Background: an optimization exercise with open tools, aiming at small area. Do not read the settings as production practice.
For this run, only the layout was checked, not whether the RTL still works.
Power and IR drop assume default switching activity.

==> design/flow/design.v <==
module temp_sensor_top(
    input         CLK100MHZ,
    input         enable,
    input  [15:0] manualSwitch,
    input         reset,
    input         TMP_SDA_in,
    output        TMP_SDA_out,
    output        TMP_SDA_oe,
    output        TMP_SCL,
    output [6:0]  CA,
    output [7:0]  AN,
    output        dp,
    output        R, G, B,
    output [15:0] LED
    );
    reg [17:0] scan;
    always @(posedge CLK100MHZ)
        scan <= reset ? 18'd0 : scan + 18'd1;
    reg [8:0] pre;
    wire tick = (pre == 9'd499);
    always @(posedge CLK100MHZ)
        pre <= (reset | tick) ? 9'd0 : pre + 9'd1;
    reg [3:0] sub;
    reg [5:0] slot;
    wire sub_last = (sub == 4'd9);
    always @(posedge CLK100MHZ)
        if (reset) begin
            sub  <= 4'd0;
            slot <= 6'd0;
        end else if (tick) begin
            sub <= sub_last ? 4'd0 : sub + 4'd1;
            if (sub_last)
                slot <= (slot == 6'd55) ? 6'd0 : slot + 6'd1;
        end
    assign TMP_SCL = slot[0];
    assign TMP_SDA_oe = (slot <= 6'd16) | (slot == 6'd35) | (slot == 6'd36) | (slot >= 6'd53);
    wire hi = (sub >= 4'd5);
    reg obit;
    always @(*)
        case (slot)
            6'd0:  obit = ~hi;
            6'd1:  obit = hi;
            6'd2:  obit = 1'b1;
            6'd3:  obit = ~hi;
            6'd4, 6'd5, 6'd6: obit = 1'b0;
            6'd7:  obit = hi;
            6'd8:  obit = 1'b1;
            6'd9:  obit = ~hi;
            6'd10: obit = 1'b0;
            6'd11: obit = hi;
            6'd35, 6'd36: obit = 1'b0;
            default: obit = 1'b1;
        endcase
    assign TMP_SDA_out = obit;
    wire sample = tick & sub_last & ~slot[0] & (slot >= 6'd20) & (slot <= 6'd46) & (slot != 6'd36);
    reg [12:0] shreg;
    always @(posedge CLK100MHZ)
        if (sample)
            shreg <= {shreg[11:0], TMP_SDA_in};
    reg [12:0] temp;
    always @(posedge CLK100MHZ)
        if (reset)
            temp <= 13'd0;
        else if (tick & (slot == 6'd53))
            temp <= shreg;
    reg [6:0] pwm;
    always @(posedge CLK100MHZ)
        pwm <= (reset | (pwm == 7'd100)) ? 7'd0 : pwm + 7'd1;
    wire [7:0] ipart = temp[11:4];
    reg rgb_q;
    reg rgb;
    always @(*)
        if (temp[12])
            rgb = (pwm < 7'd25);
        else if (ipart > 8'd30)
            rgb = (pwm != 7'd100);
        else if (ipart != 8'd0 && ipart < 8'd30)
            rgb = (pwm < 7'd50);
        else
            rgb = rgb_q;
    always @(posedge CLK100MHZ)
        rgb_q <= reset ? 1'b0 : rgb;
    assign R = rgb;
    assign G = rgb;
    assign B = rgb;
    wire [12:0] val = enable ? temp : manualSwitch[12:0];
    assign LED = {val, 3'b000};
    wire neg = val[12];
    wire [12:0] mag = neg ? (~val + 13'd1) : val;
    wire [7:0] x = mag[11:4];
    wire [3:0] frac = mag[3:0];
    function [9:0] bcd8(input [7:0] b);
        integer i;
        reg [17:0] s;
        begin
            s = {10'd0, b};
            for (i = 0; i < 8; i = i + 1) begin
                if (s[11:8]  >= 5) s[11:8]  = s[11:8]  + 4'd3;
                if (s[15:12] >= 5) s[15:12] = s[15:12] + 4'd3;
                s = s << 1;
            end
            bcd8 = s[17:8];
        end
    endfunction
    wire [9:0] bcd = bcd8(x);
    wire [1:0] hun = bcd[9:8];
    wire [3:0] ten = bcd[7:4];
    wire [3:0] one = bcd[3:0];
    localparam [4:0] BLANK = 5'b11111, DASH = 5'b10000;
    reg [4:0] code;
    reg [3:0] fd;
    always @(*) begin
        fd = 4'd0;
        case (scan[16:15])
            2'd0: fd = (frac[0]) ? 4'd5 : 4'd0;
            2'd1: case (frac[1:0]) 2'd0: fd = 4'd0; 2'd1: fd = 4'd2; 2'd2: fd = 4'd5; default: fd = 4'd7; endcase
            2'd2: case (frac[2:0]) 3'd0: fd = 4'd0; 3'd1: fd = 4'd6; 3'd2: fd = 4'd2; 3'd3: fd = 4'd8;
                                    3'd4: fd = 4'd5; 3'd5: fd = 4'd1; 3'd6: fd = 4'd7; default: fd = 4'd3; endcase
            default: case (frac) 4'd0: fd = 4'd0; 4'd1: fd = 4'd0; 4'd2: fd = 4'd1; 4'd3: fd = 4'd1;
                                 4'd4: fd = 4'd2; 4'd5: fd = 4'd3; 4'd6: fd = 4'd3; 4'd7: fd = 4'd4;
                                 4'd8: fd = 4'd5; 4'd9: fd = 4'd5; 4'd10: fd = 4'd6; 4'd11: fd = 4'd6;
                                 4'd12: fd = 4'd7; 4'd13: fd = 4'd8; 4'd14: fd = 4'd8; default: fd = 4'd9; endcase
        endcase
        case (scan[17:15])
            3'd0, 3'd1, 3'd2, 3'd3: code = {1'b0, fd};
            3'd4: code = {1'b0, one};
            3'd5: if (enable)
                      code = (hun == 2'd0) ? {1'b0, ten} :
                             (hun == 2'd1 && ten <= 4'd5) ? {1'b0, ten + 4'd10} :
                             (hun == 2'd1 && ten == 4'd6) ? DASH : BLANK;
                  else
                      code = (hun != 2'd0 || ten != 4'd0) ? {1'b0, ten} : (neg ? DASH : BLANK);
            3'd6: if (enable)
                      code = neg ? DASH : BLANK;
                  else
                      code = (hun != 2'd0) ? {3'b000, hun} : ((neg && ten != 4'd0) ? DASH : BLANK);
            default: code = BLANK;
        endcase
    end
    reg [6:0] seg;
    always @(*)
        case (code)
            5'd0:  seg = 7'b1000000;
            5'd1:  seg = 7'b1111001;
            5'd2:  seg = 7'b0100100;
            5'd3:  seg = 7'b0110000;
            5'd4:  seg = 7'b0011001;
            5'd5:  seg = 7'b0010010;
            5'd6:  seg = 7'b0000010;
            5'd7:  seg = 7'b1111000;
            5'd8:  seg = 7'b0000000;
            5'd9:  seg = 7'b0011000;
            5'd10: seg = 7'b0001000;
            5'd11: seg = 7'b0000011;
            5'd12: seg = 7'b1000110;
            5'd13: seg = 7'b0100001;
            5'd14: seg = 7'b0000110;
            5'd15: seg = 7'b0001110;
            5'd16: seg = 7'b0111111;
            default: seg = 7'b1111111;
        endcase
    assign CA = seg;
    reg [7:0] an;
    always @(*)
        case (scan[17:15])
            3'd0: an = 8'b11111110;
            3'd1: an = 8'b11111101;
            3'd2: an = 8'b11111011;
            3'd3: an = 8'b11110111;
            3'd4: an = 8'b11101111;
            3'd5: an = 8'b11011111;
            3'd6: an = 8'b10111111;
            default: an = 8'b11111111;
        endcase
    assign AN = an;
    assign dp = ~(scan[17:15] == 3'd4);
endmodule
==> design/flow/run.sh <==
#!/bin/bash
# synth_recipe.tcl (not shown) runs the flow's synth.tcl, then flattens the netlist and writes it again
# the make line also repeats each setting of config.mk as NAME=value (left out here)
make -C /OpenROAD-flow-scripts/flow DESIGN_CONFIG=/design/flow/config.mk WORK_HOME=/design/flow/orfs CLKGATE_MAP_FILE= SYNTH_SCRIPT=/design/flow/synth_recipe.tcl finish
==> design/flow/config.mk <==
export PLATFORM = sky130hd
export DESIGN_NAME = temp_sensor_top
export DESIGN_NICKNAME = temp_sensor_top
export VERILOG_FILES = /design/flow/design.v
export SDC_FILE = /design/flow/constraint.sdc
export NUM_CORES = 4
export LEC_CHECK = 0
export CAP_MARGIN = 20
export CORE_MARGIN = 2
export CORE_UTILIZATION = 40
export SLEW_MARGIN = 20
==> design/flow/constraint.sdc <==
create_clock -name core_clock -period 20.0 [get_ports {CLK100MHZ}]
set_input_delay 4.0000 -clock core_clock [delete_from_list [all_inputs] [get_ports {CLK100MHZ}]]
set_output_delay 4.0000 -clock core_clock [all_outputs]
set_load 0.01 [all_outputs]
==> results.txt <==
==> synth_stat cells, types with 4 or more instances <==
library cell               number  share of area
sky130_fd_sc_hd__a21o_1         4         0.0050
sky130_fd_sc_hd__buf_6          4         0.0075
sky130_fd_sc_hd__or3_1         10          0.010
sky130_fd_sc_hd__inv_1         44          0.028
sky130_fd_sc_hd__o22ai_1        6         0.0063
sky130_fd_sc_hd__mux2i_1       34          0.057
sky130_fd_sc_hd__nor2b_1        8         0.0084
sky130_fd_sc_hd__and2_1         7         0.0073
sky130_fd_sc_hd__o31ai_1        4         0.0050
sky130_fd_sc_hd__nor3b_1        7         0.0088
sky130_fd_sc_hd__or4_1          4         0.0050
sky130_fd_sc_hd__nand2_1       51          0.032
sky130_fd_sc_hd__o21a_1         7         0.0088
sky130_fd_sc_hd__xor2_1        21          0.031
sky130_fd_sc_hd__a21oi_1       26          0.022
sky130_fd_sc_hd__mux2_2         5         0.0094
sky130_fd_sc_hd__nand3_1       25          0.021
sky130_fd_sc_hd__nand4_1       16          0.017
sky130_fd_sc_hd__o221ai_1       5         0.0073
sky130_fd_sc_hd__or2_2          6         0.0063
sky130_fd_sc_hd__buf_4          7         0.0088
sky130_fd_sc_hd__a221oi_2       4          0.010
sky130_fd_sc_hd__o211ai_1       7         0.0088
sky130_fd_sc_hd__xnor2_1       26          0.038
sky130_fd_sc_hd__a211oi_1       7         0.0088
sky130_fd_sc_hd__nand2b_1       8         0.0084
sky130_fd_sc_hd__dfxtp_1       58           0.19
sky130_fd_sc_hd__edfxtp_1      13          0.065
sky130_fd_sc_hd__clkbuf_1      25          0.016
sky130_fd_sc_hd__and3_1         8         0.0084
sky130_fd_sc_hd__ha_1          31          0.065
sky130_fd_sc_hd__o21ai_1        5         0.0042
sky130_fd_sc_hd__o21ai_0       27          0.023
sky130_fd_sc_hd__a31oi_1        8         0.0084
sky130_fd_sc_hd__a211o_1        6         0.0088
sky130_fd_sc_hd__nor3_1        21          0.018
sky130_fd_sc_hd__and4_1         4         0.0058
sky130_fd_sc_hd__nor2_1       102          0.064
==> metrics by stage <==
stage	power (mW)	setup slack (ps)
after floorplan	0.3762	3381
after global placement	0.4204	1314
after detailed placement	0.4274	1087
after CTS	0.5981	1064
after global routing	0.6380	57.29
final	0.5966	957.2
==> state kept, by name, summed over array words and instances (netlist names) <==
name / count
pre: 9
pwm: 7
rgb_q: 1
scan: 18
shreg: 13
slot: 6
sub: 4
temp: 13
==> layout make-up <==
type / instances / area share
Multi-Input combinational cell: 590 / 0.5926
Sequential cell: 71 / 0.2259
Timing Repair Buffer: 54 / 0.07726
Tap cell: 184 / 0.03353
Clock buffer: 10 / 0.03335
Inverter: 46 / 0.02515
Clock inverter: 5 / 0.01221
==> routing by layer <==
layer | track usage | wire, um | up-vias
li1 | - | - | 2748
met4 | 0.06593 | 213 | 0
met2 | 0.2960 | 6739 | 98
met5 | 0 | 0 | -
met1 | 0.2229 | 6590 | 2573
met3 | 0.02278 | 474 | 19
==> worst reg2reg max path, stage by stage (launching register included) <==
cell,delay (ps)
sky130_fd_sc_hd__dfxtp_1,350
sky130_fd_sc_hd__ha_1,210
sky130_fd_sc_hd__nand2_1,60
sky130_fd_sc_hd__nor4_1,210
sky130_fd_sc_hd__buf_4,200
sky130_fd_sc_hd__nand2_1,110
sky130_fd_sc_hd__nor3b_1,830
sky130_fd_sc_hd__o211a_1,640
==> cell families after synthesis <==
group | share of synthesized area
AOI/OAI and AO/OA | 0.2070
xor gates and xnor gates | 0.07414
adders and majority gates | 0.06642
buffers and inverters | 0.06307
DFF | 0.2590
muxes | 0.07122
other | 0.001254
and+or+nand+nor | 0.2579
==> layout by cell type, fill, tap and decap left out, drive strengths merged, types with 13 or more instances in the layout <==
| master | netlist | final |
|---|---|---|
| nor2 | 103 | 103 |
| dfxtp | 58 | 58 |
| nand2 | 51 | 51 |
| clkdlybuf4s50 | 0 | 50 |
| inv | 46 | 46 |
| mux2i | 34 | 34 |
| o21ai | 33 | 33 |
| ha | 31 | 31 |
| xnor2 | 28 | 28 |
| a21oi | 26 | 26 |
| nand3 | 25 | 25 |
| nor3 | 23 | 23 |
| xor2 | 21 | 21 |
| nand4 | 16 | 16 |
| edfxtp | 13 | 13 |
==> worst max path at each step <==
stage,from,slack (ps),endpoint
2_1_floorplan,enable,3380,CA[6]
3_3_place_gp,enable,1310,CA[6]
6_report,enable,960,CA[6]
4_1_cts,enable,1060,CA[6]
5_1_grt,enable,60,CA[6]
3_5_place_dp,enable,1090,CA[6]
==> power by group through the flow <==
| stage | sequential, mW | combinational, mW | clock [mW] |
|---|---|---|---|
| 6_report | 0.148 | 0.281 | 0.167 |
| 4_1_cts | 0.148 | 0.278 | 0.172 |
| 3_3_place_gp | 0.151 | 0.269 | 0 |
| 5_1_grt | 0.148 | 0.312 | 0.177 |
| 2_1_floorplan | 0.151 | 0.225 | 0 |
| 3_5_place_dp | 0.151 | 0.276 | 0 |
==> impl_metrics.env <==
export IMPL_ioPinCount=58
export IMPL_worstRegToRegCells=7
export IMPL_min_delay_worst_endpoint="scan[0]"
export IMPL_post_route_min_period_ps=19040
export IMPL_syn2layout_area_growth_pct=14.62
export IMPL_postSynth_asyncResetShare=0
export IMPL_row_count=44
export IMPL_synth_cell_area_um2=5991
export IMPL_routabilityCongestion=0.8717
export IMPL_placed_cells_incl_taps=945
export IMPL_critical_path_slowest_cell="sky130_fd_sc_hd__clkdlybuf4s50_1"
export IMPL_critical_path_reg2reg_startpoint="pre[0]"
export IMPL_worstPathMaxFanout=16
export IMPL_fin_area_um2=6867
export IMPL_clock_tree_root_cell="sky130_fd_sc_hd__clkbuf_16"
export IMPL_timing_final_setup_violations=0
export IMPL_top_cell_family_by_delay_on_the_critical_path="compound AO/OA/AOI/OAI gates"
export IMPL_required_time_of_the_critical_path_ps=16000
export IMPL_routedWlPerCell_um=14.60
export IMPL_synth_ff_latch_count=71
export IMPL_postSynth_topFlopCell="sky130_fd_sc_hd__dfxtp_1"
export IMPL_cts_made_buffers=9
export IMPL_fin_worst_skew_ps=5.968
export IMPL_vias_per_cell=5.665
export IMPL_ratio_of_cells_with_drive_above_1_in_the_final_layout=0.08376
export IMPL_rsz0062_at_grt="false"
export IMPL_die_area_um2=15970
export IMPL_totalWireLength_um=14020
export IMPL_pwr_share_seq=0.248
export IMPL_worst_r2r_setup_slack_ps=17010
export IMPL_criticalPathCategory="in -> out"
export IMPL_clk_insertion_delay_late_ps=330
export IMPL_run_status="complete, no violations"
export IMPL_slew_headroom=0.2696
export IMPL_die_x_um=126.4
export IMPL_starting_density=0.4106
export IMPL_power_per_cell_area_nw_per_um2=86.89
export IMPL_dpl_hpwl_um=10560
export IMPL_crit_path_end_kind="output port"
export IMPL_number_of_levels_in_the_clock_h_tree=3
export IMPL_yosys_cell_types_count=89
export IMPL_area_of_all_sequential_standard_cells_um2=1551
export IMPL_slew_viol_final=0
export IMPL_yosys_warnings=1
export IMPL_period_share=0.9521
export IMPL_cp_num_cells=42
export IMPL_clk_transition_reported_paths_ps=50
export IMPL_grt_first_pass_wirelength_um=23570
export IMPL_final_number_of_hold_violating_endpoints=0
export IMPL_internal_power_mw=0.3661
export IMPL_multi_input_comb_area_um2=4069
export IMPL_grt_remaining_overflow=0
export IMPL_synth_area_per_cell_um2=8.052
export IMPL_p_comb_frac=0.471
export IMPL_clkSinkCount=71
export IMPL_cap_violations=0
export IMPL_worst_tran_pin_value_ps=1089
export IMPL_critical_path_max_stage_delay_ps=850
export IMPL_drcViolationCount=0
export IMPL_cpMostUsedCell="sky130_fd_sc_hd__ha_1"
export IMPL_setup_tns_final_ps=0
export IMPL_pin_count_of_the_biggest_net_entering_global_routing=42
export IMPL_global_route_usage_sum=0.1734
export IMPL_rr_endpoint="shreg[8]"
export IMPL_syn_instance_count=744
export IMPL_first_iter_violations=368
export IMPL_pwr_share_clk=0.281
export IMPL_tritoncts="built"
export IMPL_placedInstanceArea_um2=6554
export IMPL_antenna_found_initial=0
export IMPL_holdBufCountCts=0
export IMPL_hold_slack_ps=441.5
export IMPL_post_cts_resized_instances=0
export IMPL_core_area_um2=14590
export IMPL_worst_setup_path_start_kind="primary input"
export IMPL_insertedDiodeCount=0
export IMPL_synth_seq_area_share=0.2590
export IMPL_dieHeight_um=126.4
export IMPL_net_load_switching_power_mw=0.2305
export IMPL_fmaxAchievable_mhz=52.51
export IMPL_swShare=0.3863
export IMPL_worst_path_buf_inv=5
export IMPL_worst_endpoint_arrival_ps=15040
export IMPL_detail_route_first_pass_iterations=5
export IMPL_port_buffers=50
export IMPL_p_leak_nw=2.756
export IMPL_synth_enable_flop_cells=13
export IMPL_power_ir_vdd_worst_mv=0.05464
export IMPL_final_net_count=823
export IMPL_hold_depth=1
export IMPL_postRouteAntennaNets=0
export IMPL_postLayoutCoreUtil=0.4707
export IMPL_min_path_type="reg -> reg"
export IMPL_nFillCells=1390
export IMPL_routed_via_count=5438
export IMPL_max_clock_path_buffers=2
export IMPL_final_instance_count_excl_fill=960
export IMPL_hold_path_startpoint="scan[0]"
export IMPL_buffers_inserted_during_post_cts_setup_optimization=0
export IMPL_grt_pass1_vias=5074

[what the ideal ports hide]
Ports are ideal in the flow. The routed layout listed here was re-timed in OpenROAD.
Step 1: set_driving_cell puts a clkbuf_16 on CLK100MHZ and a buf_2 on each other input, an assumption about the parent block.
Step 2 moves the port delays by t, midway between the first and last clock arrival at a register: inputs arrive t later, outputs are due t later. That takes back most of the time a late clock gives input paths.
Three values: no drivers, after step 1, after step 2; two values: the first two.
shift t [ns]: 0.365
setup WS [ns]: 0.957 / 0.923 / 0.923
worst setup path at the end: input to output
worst slew at a driven data input, ns: 0.04
After both steps setup and hold are still met in this run. The setup slack of this run moves by -0.034 ns with the drivers and by -0.034 ns with both steps.
